What follows belongs to an exercise in optimizing a design on an open flow for small area; a production flow would make more cautious choices. The RTL was checked by simulation tests, not by an equivalence proof against the original design. The clock port is modelled as an ideal driver, which makes a skipped or thinned clock tree look cheaper than it is; a real chip needs a root buffer or a tree. No activity file was given, so power comes from the tool's default toggle rates.

**design/flow/config.mk**
```make
export PLATFORM = sky130hd
export DESIGN_NAME = top
export DESIGN_NICKNAME = top
export VERILOG_FILES = /design/flow/design.v
export SDC_FILE = /design/flow/constraint.sdc
export NUM_CORES = 4
export LEC_CHECK = 0
export CAP_MARGIN = 0
export CORE_MARGIN = 2
export CORE_UTILIZATION = 70
export CTS_BUF_LIST = sky130_fd_sc_hd__clkbuf_8
export CTS_CLUSTER_SIZE = 30
export SLEW_MARGIN = 0
```
**design/flow/constraint.sdc**
```tcl
create_clock -name core_clock -period 10.0 [get_ports {clk}]
set_input_delay 2.0000 -clock core_clock [delete_from_list [all_inputs] [get_ports {clk}]]
set_output_delay 2.0000 -clock core_clock [all_outputs]
set_load 0.01 [all_outputs]
```
**design/flow/design.v**
```verilog
module wam_debounce (
    input      clk,
    input      reset,
    input      raw,
    output reg pulse
);
    reg       s0, s1, lvl, lvl_d;
    reg [3:0] cnt;
    wire      diff = s1 ^ lvl;
    always @(posedge clk or posedge reset) begin
        if (reset) begin
            s0    <= 1'b0;
            s1    <= 1'b0;
            lvl   <= 1'b0;
            lvl_d <= 1'b0;
            pulse <= 1'b0;
            cnt   <= 4'd0;
        end else begin
            s0    <= raw;
            s1    <= s0;
            lvl_d <= lvl;
            pulse <= lvl & ~lvl_d;
            cnt   <= diff ? cnt + 4'd1 : 4'd0;
            lvl   <= lvl ^ (diff & (&cnt));
        end
    end
endmodule
module top (
    input        clk,
    input        reset,
    input        button_start,
    input        button_clear,
    input        button_difficulity,
    input        button_hammer,
    input  [4:0] swith,
    output [4:0] LED,
    output [6:0] seg,
    output [3:0] digit_select
);
    wire start_p, clear_p, diff_p, hammer_p;
    wam_debounce u_db_start (.clk(clk), .reset(reset), .raw(button_start),       .pulse(start_p));
    wam_debounce u_db_clear (.clk(clk), .reset(reset), .raw(button_clear),       .pulse(clear_p));
    wam_debounce u_db_diff  (.clk(clk), .reset(reset), .raw(button_difficulity), .pulse(diff_p));
    wam_debounce u_db_ham   (.clk(clk), .reset(reset), .raw(button_hammer),      .pulse(hammer_p));
    reg [1:0] dl;
    always @(posedge clk or posedge reset) begin
        if (reset)       dl <= 2'd0;
        else if (diff_p) dl <= {dl[0], ~dl[1] & ~dl[0]};
    end
    reg  [9:0] R;
    wire [9:0] R_inc = R + 10'd1;
    wire       R_wrap = R[9] & R[8] & (&R[4:0]);
    always @(posedge clk or posedge reset) begin
        if (reset) R <= 10'd4;
        else       R <= R_wrap ? 10'd0 : R_inc;
    end
    wire       tick     = (R == 10'd203) || (R == 10'd603);
    wire [1:0] sel      = R[4:3];
    wire [1:0] sel_next = R_inc[4:3];
    localparam [1:0] S_IDLE = 2'd0, S_CD = 2'd1, S_PLAY = 2'd3, S_GO = 2'd2;
    reg [1:0] state;
    reg       pp, pc;       
    reg [1:0] diff_reg;
    reg       clr_cd, clr_gt, clr_sc;
    reg [2:0] c5;           
    reg [1:0] rt;           
    reg [3:0] ro;           
    reg [7:0] score;
    wire en_cd   = pc;
    wire E       = pp;
    wire cd_done = (c5 == 3'd0);
    wire gt_done = (rt == 2'd0) && (ro == 4'd0);
    reg [1:0] nstate;
    always @(*) begin
        nstate = state;
        case (state)
            S_IDLE: if (start_p) nstate = S_CD;
            S_CD:   if (cd_done) nstate = S_PLAY;
            S_PLAY: if (gt_done) nstate = S_GO; else if (start_p) nstate = S_CD;
            S_GO:   if (start_p) nstate = S_CD;
        endcase
    end
    always @(posedge clk or posedge reset) begin
        if (reset) begin
            state    <= S_IDLE;
            pp       <= 1'b0;
            pc       <= 1'b0;
            diff_reg <= 2'd0;
            clr_cd   <= 1'b1;
            clr_gt   <= 1'b1;
            clr_sc   <= 1'b1;
        end else begin
            state <= nstate;
            pp    <= (state == S_PLAY);
            pc    <= (state == S_CD);
            if ((state == S_IDLE || state == S_GO) && diff_p)
                diff_reg <= dl;
            case (state)
                S_IDLE: begin
                    clr_cd <= 1'b1; clr_gt <= 1'b1; clr_sc <= 1'b1;
                end
                S_CD: begin
                    clr_cd <= ~pc | start_p;
                    clr_gt <= 1'b1; clr_sc <= 1'b1;
                end
                S_PLAY: begin
                    clr_cd <= start_p;
                    clr_gt <= ~pp | clear_p | start_p;
                    clr_sc <= clear_p | start_p;
                end
                default: begin
                    clr_cd <= 1'b0;
                    clr_gt <= clear_p;
                    clr_sc <= clear_p;
                end
            endcase
        end
    end
    always @(posedge clk or posedge reset) begin
        if (reset) begin
            c5 <= 3'd5;
            rt <= 2'd3;
            ro <= 4'd0;
        end else begin
            if (clr_cd)             c5 <= 3'd5;
            else if (tick & en_cd)  c5 <= c5 - 3'd1;
            if (clr_gt) begin
                rt <= 2'd3;
                ro <= 4'd0;
            end else if (tick & E) begin
                if (ro == 4'd0) begin
                    ro <= 4'd9;
                    rt <= rt - 2'd1;
                end else begin
                    ro <= ro - 4'd1;
                end
            end
        end
    end
    reg [15:0] lfsr;
    reg [2:0]  rn;
    wire fb = lfsr[15] ^ lfsr[13] ^ lfsr[12] ^ lfsr[10];
    always @(posedge clk or posedge reset) begin
        if (reset) begin
            lfsr <= 16'hACE1;
            rn   <= 3'd0;
        end else begin
            lfsr <= {lfsr[14:0], fb};
            if (E) rn <= lfsr[2:0];
        end
    end
    reg [4:0] rn_led;
    always @(*) begin
        case (rn)
            3'd0: rn_led = 5'b00001;
            3'd1: rn_led = 5'b00010;
            3'd2, 3'd5: rn_led = 5'b00100;
            3'd3, 3'd6: rn_led = 5'b01000;
            default: rn_led = 5'b10000;
        endcase
    end
    reg [4:0] mole_led;
    reg [4:0] sed;
    reg       sw_ref;    
    reg       hv, to;
    reg [8:0] lo;
    reg [1:0] hi;
    wire has    = |mole_led;
    wire lo_end = (lo == 9'b110101000);    
    wire lo_beg = (lo == 9'd0);
    reg  hi_lim;
    always @(*) begin
        case (diff_reg)
            2'd0:    hi_lim = (hi == 2'd3);
            2'd1:    hi_lim = (hi == 2'd2);
            default: hi_lim = (hi == 2'd1);
        endcase
    end
    wire load = ~has | to;
    wire trst = ~E | load;
    wire [4:0] led_n = ~E ? 5'd0 : load ? rn_led : hv ? 5'd0 : mole_led;
    always @(posedge clk or posedge reset) begin
        if (reset) begin
            mole_led <= 5'd0;
            sw_ref   <= 1'b0;
            sed      <= 5'd0;
            hv       <= 1'b0;
            to       <= 1'b0;
            lo       <= 9'd0;
            hi       <= 2'd0;
        end else begin
            mole_led <= led_n;
            sw_ref   <= |(led_n & swith);
            sed      <= (hammer_p | ~has) ? 5'd0 : sed | (mole_led & {5{|(mole_led & swith) ^ sw_ref}});
            hv       <= hammer_p & |(sed & mole_led & led_n);
            to       <= E & hi_lim & lo_beg;
            lo       <= (trst | lo_end) ? 9'd0 : {lo[7:0], ~(lo[8] ^ lo[4])};
            hi       <= trst ? 2'd0 : hi + {1'b0, lo_end};
        end
    end
    wire hit = E & ~has & ~clr_gt;
    wire [3:0] so = score[3:0];
    wire [3:0] st = score[7:4];
    wire o9  = so[3] & so[0];
    wire inc = hit & ~(o9 & st[3] & st[0]);
    wire ti  = inc & o9;
    wire [7:0] tg = {ti & st[0] & (st[3] | (st[2] & st[1])), ti & st[1] & st[0], ti & st[0] & ~st[3], ti,
                     inc & so[0] & (so[3] | (so[2] & so[1])), inc & so[1] & so[0], inc & so[0] & ~so[3], inc};
    always @(posedge clk or posedge reset) begin
        if (reset) score <= 8'd0;
        else       score <= clr_sc ? 8'd0 : score ^ tg;
    end
    assign LED = mole_led;
    reg [3:0] nr;
    reg [3:0] nib_n;
    always @(*) begin
        case (sel_next)
            2'd0: nib_n = (state == S_PLAY) ? ro : 4'd0;
            2'd1: nib_n = (state == S_PLAY) ? {2'd0, rt} : 4'd0;
            2'd2: case (state)
                      S_IDLE:  nib_n = {2'd0, diff_reg};
                      S_CD:    nib_n = {1'b0, c5};
                      default: nib_n = score[3:0];
                  endcase
            default: nib_n = state[1] ? score[7:4] : 4'd0;    
        endcase
    end
    always @(posedge clk or posedge reset) begin
        if (reset) nr <= 4'd0;
        else       nr <= nib_n;
    end
    reg [3:0] an;
    always @(*) begin
        case (sel)
            2'd0:    an = 4'b1110;
            2'd1:    an = 4'b1101;
            2'd2:    an = 4'b1011;
            default: an = 4'b0111;
        endcase
    end
    wire [3:0] d = nr;
    wire sa = d[3] | d[1] | (d[2] & d[0]) | (~d[2] & ~d[0]);
    wire sb = ~d[2] | (d[1] & d[0]) | (~d[1] & ~d[0]);
    wire sc = d[2] | ~d[1] | d[0];
    wire sd = d[3] | (~d[2] & ~d[0]) | (d[1] & ~d[0]) | (~d[2] & d[1]) | (d[2] & ~d[1] & d[0]);
    wire se = (~d[2] & ~d[0]) | (d[1] & ~d[0]);
    wire sf = d[3] | (~d[1] & ~d[0]) | (d[2] & ~d[1]) | (d[2] & ~d[0]);
    wire sgg = d[3] | (d[2] & ~d[1]) | (~d[2] & d[1]) | (d[1] & ~d[0]);
    wire [6:0] sg = ~{sgg, sf, se, sd, sc, sb, sa};
    assign seg = sg;
    assign digit_select = an;
endmodule
```
**design/flow/flow/run.sh**
```bash
#!/bin/bash
set -euo pipefail
cd "$(dirname "$0")/.."
cp config.mk config_own.mk
cat >> config_own.mk <<'EOC'
export BUFFER_PORTS_ARGS = -buffer_cell sky130_fd_sc_hd__buf_1
export CTS_ARGS = -sink_clustering_enable -repair_clock_nets -buf_list sky130_fd_sc_hd__clkbuf_8 -dont_use_dummy_load
EOC
sed "s#DESIGN_CONFIG=[^ ]*#DESIGN_CONFIG=$PWD/config_own.mk#" standard.sh > standard_own.sh
bash standard_own.sh cts > flow_standard_to_cts.log 2>&1
RES=$(ls -d "$PWD"/orfs/results/*/top/base)
CTS_ODB=$RES/4_cts.odb MAX_LEAF_SINKS=18 ROOT_NET=clk ROOT_CELL=sky130_fd_sc_hd__clkbuf_4 openroad -no_init -exit flow/merge_cts.tcl > flow_merge_cts.log 2>&1
bash standard_own.sh > flow_standard_finish.log 2>&1
```
**design/flow/flow/merge_cts.tcl**
```tcl
# Merge pairs of nearby clock-tree leaf buffers whose combined sink count
# stays small, so fewer leaf buffers drive the registers.
proc leaf_bufs {block} {
  set leaves {}
  foreach inst [$block getInsts] {
    set m [[$inst getMaster] getName]
    if {![string match "sky130_fd_sc_hd__clkbuf_*" $m]} continue
    set onet [[$inst findITerm X] getNet]
    if {$onet == "NULL"} continue
    set allff 1; set n 0
    foreach it [$onet getITerms] {
      if {[$it isOutputSignal]} continue
      incr n
      set mm [[[$it getInst] getMaster] getName]
      if {![string match "sky130_fd_sc_hd__df*" $mm]} { set allff 0 }
    }
    if {$allff && $n > 0} { lappend leaves $inst }
  }
  return $leaves
}
proc merge_round {block maxsinks} {
  set leaves [leaf_bufs $block]
  set used {}
  set merged 0
  set pairs {}
  foreach a $leaves {
    foreach b $leaves {
      if {[$a getId] >= [$b getId]} continue
      lassign [$a getLocation] ax ay
      lassign [$b getLocation] bx by
      lappend pairs [list [expr {abs($ax-$bx)+abs($ay-$by)}] $a $b]
    }
  }
  foreach p [lsort -integer -index 0 $pairs] {
    lassign $p d a b
    if {[lsearch -exact $used $a] >= 0 || [lsearch -exact $used $b] >= 0} continue
    set na [[$a findITerm X] getNet]
    set nb [[$b findITerm X] getNet]
    set sinks {}
    foreach it [$nb getITerms] { if {![$it isOutputSignal]} { lappend sinks $it } }
    set cnt [expr {[llength $sinks] + [llength [$na getITerms]] - 1}]
    if {$cnt > $maxsinks} continue
    foreach it $sinks { $it disconnect; $it connect $na }
    [$b findITerm A] disconnect
    [$b findITerm X] disconnect
    odb::dbInst_destroy $b
    odb::dbNet_destroy $nb
    lappend used $a $b
    incr merged
  }
  puts "merged $merged leaf buffer pairs (at most $maxsinks sinks each)"
}
set odb_file $::env(CTS_ODB)
read_db $odb_file
set block [ord::get_db_block]
puts "leaf buffers before: [llength [leaf_bufs $block]]"
merge_round $block $::env(MAX_LEAF_SINKS)
puts "leaf buffers after: [llength [leaf_bufs $block]]"
# the root buffer now drives only a few leaf buffers: use a smaller one
set clknet [$block findNet $::env(ROOT_NET)]
foreach it [$clknet getITerms] {
  set inst [$it getInst]
  if {[string match "sky130_fd_sc_hd__clkbuf_*" [[$inst getMaster] getName]]} {
    $inst swapMaster [[ord::get_db] findMaster $::env(ROOT_CELL)]
    puts "root buffer [$inst getName] is now $::env(ROOT_CELL)"
  }
}
write_db $odb_file
```
**design/flow/standard.sh**
```bash
#!/bin/bash
# synth_recipe.tcl (not shown) runs the flow's synth.tcl, then flattens the netlist and writes it again
# the make line also repeats each setting of config.mk as NAME=value (left out here)
make -C /OpenROAD-flow-scripts/flow DESIGN_CONFIG=/design/flow/config.mk WORK_HOME=/design/flow/orfs CLKGATE_MAP_FILE= SYNTH_SCRIPT=/design/flow/synth_recipe.tcl "${@:-finish}"
```
==> impl_metrics.csv <==
group,metric,value,unit
cells_and_area,fillers,462,
global_routing,grt_max_degree,97,
floorplanning,core,7180,um2
global_routing,grt_pass1_wl,14500,um
sta,fin_ws,6450,ps
synthesis,synthCells,445,
critical_path,path_max_fanout,6,
place,place_area,5320,um2
critical_path,critPathMaxStageDelay,440,ps
cells_and_area,top_register,"lfsr",
synthesis,seq_area_frac_synth,0.594,
min_path,worstHoldEndpoint,"u_db_clear.s1",
critical_path,path_class,"register to primary output",
cells_and_area,finalNetCount,499,
critical_path,r2r_slack,7640,ps
place,gp_congestion,0.833,
critical_path,worst_setup_path_end_kind,"primary output",
drt,wirelength,8980,um
synthesis,syn_avg_cell_area,11.5,um2
drt,vias,3323,
synthesis,synth_fa_ha_area_frac,0.0342,
min_path,hold-path-cell-count,0,
run,maxCapViolCount,0,
cells_and_area,largest_reg_flops,16,
floorplanning,io_pins,27,
critical_path,worst_ep_required_time,8000,ps
global_routing,antenna_found_initial,0,
sta,fin_skew,27.2,ps
drt,vias_per_cell,5.82,
sta,finalHoldViolCount,0,
sta,grt_setup_unrepaired,"no",
synthesis,synth_top_family_by_area,"simple AND/OR/NAND/NOR gates",
synthesis,yosysUniqueCellTypes,57,
cells_and_area,design_area,5450,um2
place,dpl.hpwl,6180,um
clocking,cts-resized-gates,0,
floorplanning,die_w,89.6,um
drt,drt-pass1-iter-count,4,
synthesis,synthFlopType,"dfrtp_1",
sta,final_max_slew_viol_count,0,
critical_path,worstRegToRegCells,5,
critical_path,timing.rr.start,"R[2]",
synthesis,synth_nets,470,
drt,drc_errors,0,
synthesis,synth_compound_area_frac,0.0925,
synthesis,yosys.area_share.xor_xnor,0.0529,
sta,fmax,282,MHz
sta,worst_pin_slew,1120,ps
critical_path,crit_slowest_cell,"dfrtp_1",
cells_and_area,diodes,0,
critical_path,cp_cell_sequence,"nand2b_1 -> a21o_1 -> a21oi_1 -> buf_1",
cells_and_area,top_regs,"lfsr: 16 flops, R: 10 flops, lo: 9 flops",
min_path,min_from,"u_db_clear.s0",
run_status,status,"no timing/DRC/antenna violations",
sta,slew_headroom,0.251,
clocking,clk_latency,470,ps
place,dp_slack,6520,ps
drt,wl_per_cell,15.7,um
synthesis,netlist_area,5130,um2
sta,holdWs,334,ps
power_and_ir_drop,p_leak,2.49,nW
synthesis,synth_seq_cells,121,
cells_and_area,mostFrequentLayoutCells,"105 x dfrtp_1, 36 x nor2_1, 29 x nand2_1",
place,port_buffers,26,
min_path,hp-class,"register to register",
global_routing,first_global_vias,3112,
cells_and_area,synthToLayoutAreaGrowth,6.34,%
sta,min_period_over_period,0.355,
synthesis,synth_edf_count,0,
critical_path,r2r_end,"nr[0]",
global_routing,overflow,0,
global_routing,grt_usage,0.241,
drt,ant_nets,0,
synthesis,synth_warnings,2,
sta,period_needed,3550,ps
cells_and_area,final_util,0.760,
synthesis,synthMuxAreaShare,0.0324,
floorplanning,dieArea,8030,um2
cells_and_area,final_cells,571,
place,dp.cells,561,
clocking,cts_setup_buffers,0,
clocking,clk_pin_slew,100,ps
drt,drt_iter0_markers,202,
floorplanning,rows,31,
power_and_ir_drop,ir_drop,0.000171,V
floorplanning,initial_core_util,0.715,
critical_path,startpoint_type,"register",
critical_path,arrival,1550,ps
synthesis,synth-async-reset-ratio,1.00,
power_and_ir_drop,finalPower,745,uW
sta,setup_tns,0,ps
clocking,clkSinkCount,121,
clocking,hold_buffers,0,
sta,finalSetupViolations,0,
synthesis,synthSimpleGateAreaFrac,0.175,
cells_and_area,drive_above_1_share,0.0975,
cells_and_area,mostFrequentLayoutCell,"dfrtp_1",
power_and_ir_drop,p_per_area,137,nW/um2
floorplanning,die_y,89.6,um
synthesized netlist by cell type (2+ instances only):
cell | number | area (um2)
a211o_1 | 3 | 26.3
a211oi_1 | 2 | 15.0
a21o_1 | 4 | 30.0
a21oi_1 | 17 | 85.1
a222oi_1 | 2 | 20.0
a22o_1 | 5 | 43.8
a31oi_1 | 3 | 18.8
and2_1 | 13 | 81.3
and3_1 | 9 | 56.3
clkbuf_1 | 9 | 33.8
dfrtp_1 | 105 | 2630
dfstp_2 | 16 | 420
ha_1 | 14 | 175
inv_1 | 15 | 56.3
mux2_2 | 13 | 146
mux2i_1 | 2 | 20.0
nand2_1 | 29 | 109
nand2b_1 | 10 | 62.6
nand3_1 | 21 | 105
nand3b_1 | 3 | 22.5
nand4_1 | 3 | 18.8
nor2_1 | 36 | 135
nor2b_1 | 16 | 100
nor3_1 | 9 | 45.0
nor3b_1 | 3 | 22.5
o21ai_0 | 11 | 55.1
o22ai_1 | 4 | 25.0
o31ai_1 | 2 | 15.0
o41ai_1 | 2 | 17.5
or2_2 | 3 | 18.8
or3_1 | 4 | 25.0
or4_1 | 3 | 22.5
xnor2_1 | 19 | 166
xor2_1 | 12 | 105
final cells by class:
class                      instances  area [um2]  area share
sequential                       121        3050       0.559
multi-input combinational        299        1990       0.364
clock buffer                      10         131      0.0241
tap                               99         124      0.0227
timing repair buffer              27         105      0.0193
inverter                          15        58.8      0.0108
power breakdown:
| part | internal (mW) | switching [mW] |
|---|---|---|
| sequential | 0.495 | 0.00454 |
| combinational | 0.00680 | 0.0146 |
| clock | 0.0845 | 0.139 |
cells by family (layout without fill, tap and decap cells):
logic type / count (synthesis) / in the layout
xor+xnor: 31 / 31
compound gates: 69 / 69
buf+inv: 25 / 52
fa+ha+maj: 14 / 14
flops: 121 / 121
mux: 15 / 15
simple gates: 170 / 170
worst max-delay path, delay by kind of cell, from the launching register on:
family / cells / cell delay [ps]
and+or+nand+nor: 1 / 180
buffers and inverters: 1 / 160
AOI/OAI and AO/OA: 2 / 310
DFF: 1 / 440
worst max-delay path by stage:
stage,cells past startpoint,slack (ps),end,startpoint
2_1_floorplan,1,4810,R[0],reset
3_3_place_gp,3,6560,u_db_ham.cnt[1],reset
3_5_place_dp,3,6520,u_db_diff.cnt[2],reset
4_1_cts,4,6490,seg[3],nr[0]
5_1_grt,4,6300,seg[3],nr[0]
6_report,4,6450,seg[3],nr[0]
metal layers:
layer  global-route usage  vias to the layer above  routed length, um
met2                0.402                       58               4560
li1                     -                     1601                  -
met5                    0                        -                  0
met4               0.0611                        0                 78
met3               0.0649                        7                272
met1                0.319                     1657               4080

-- re-timing with driven ports --
The flow's constraints put no driver on any port. The routed layout listed below was extracted and timed again, unchanged, in two steps.
Step 1 assumes that a clkbuf_16 drives the clock port and a buf_2 every other input.
Step 2 also shifts input and output timing later by t, the mid clock arrival at the registers, as if the neighbouring blocks saw the same clock.
Three values: ideal ports, drivers, drivers and shift; two values: the first two.
shift t [ns]: 0.482
slack for setup (ns): 6.450 / 6.423 / 6.587
clock arrival spread, ns: 0.028 / 0.027
pins driven straight from the clock port: 1
After both steps setup and hold are still met in this run. The setup slack of this run moves by -0.027 ns with the drivers and by +0.137 ns with both steps. The worst setup slack also covers recovery checks on asynchronous resets.
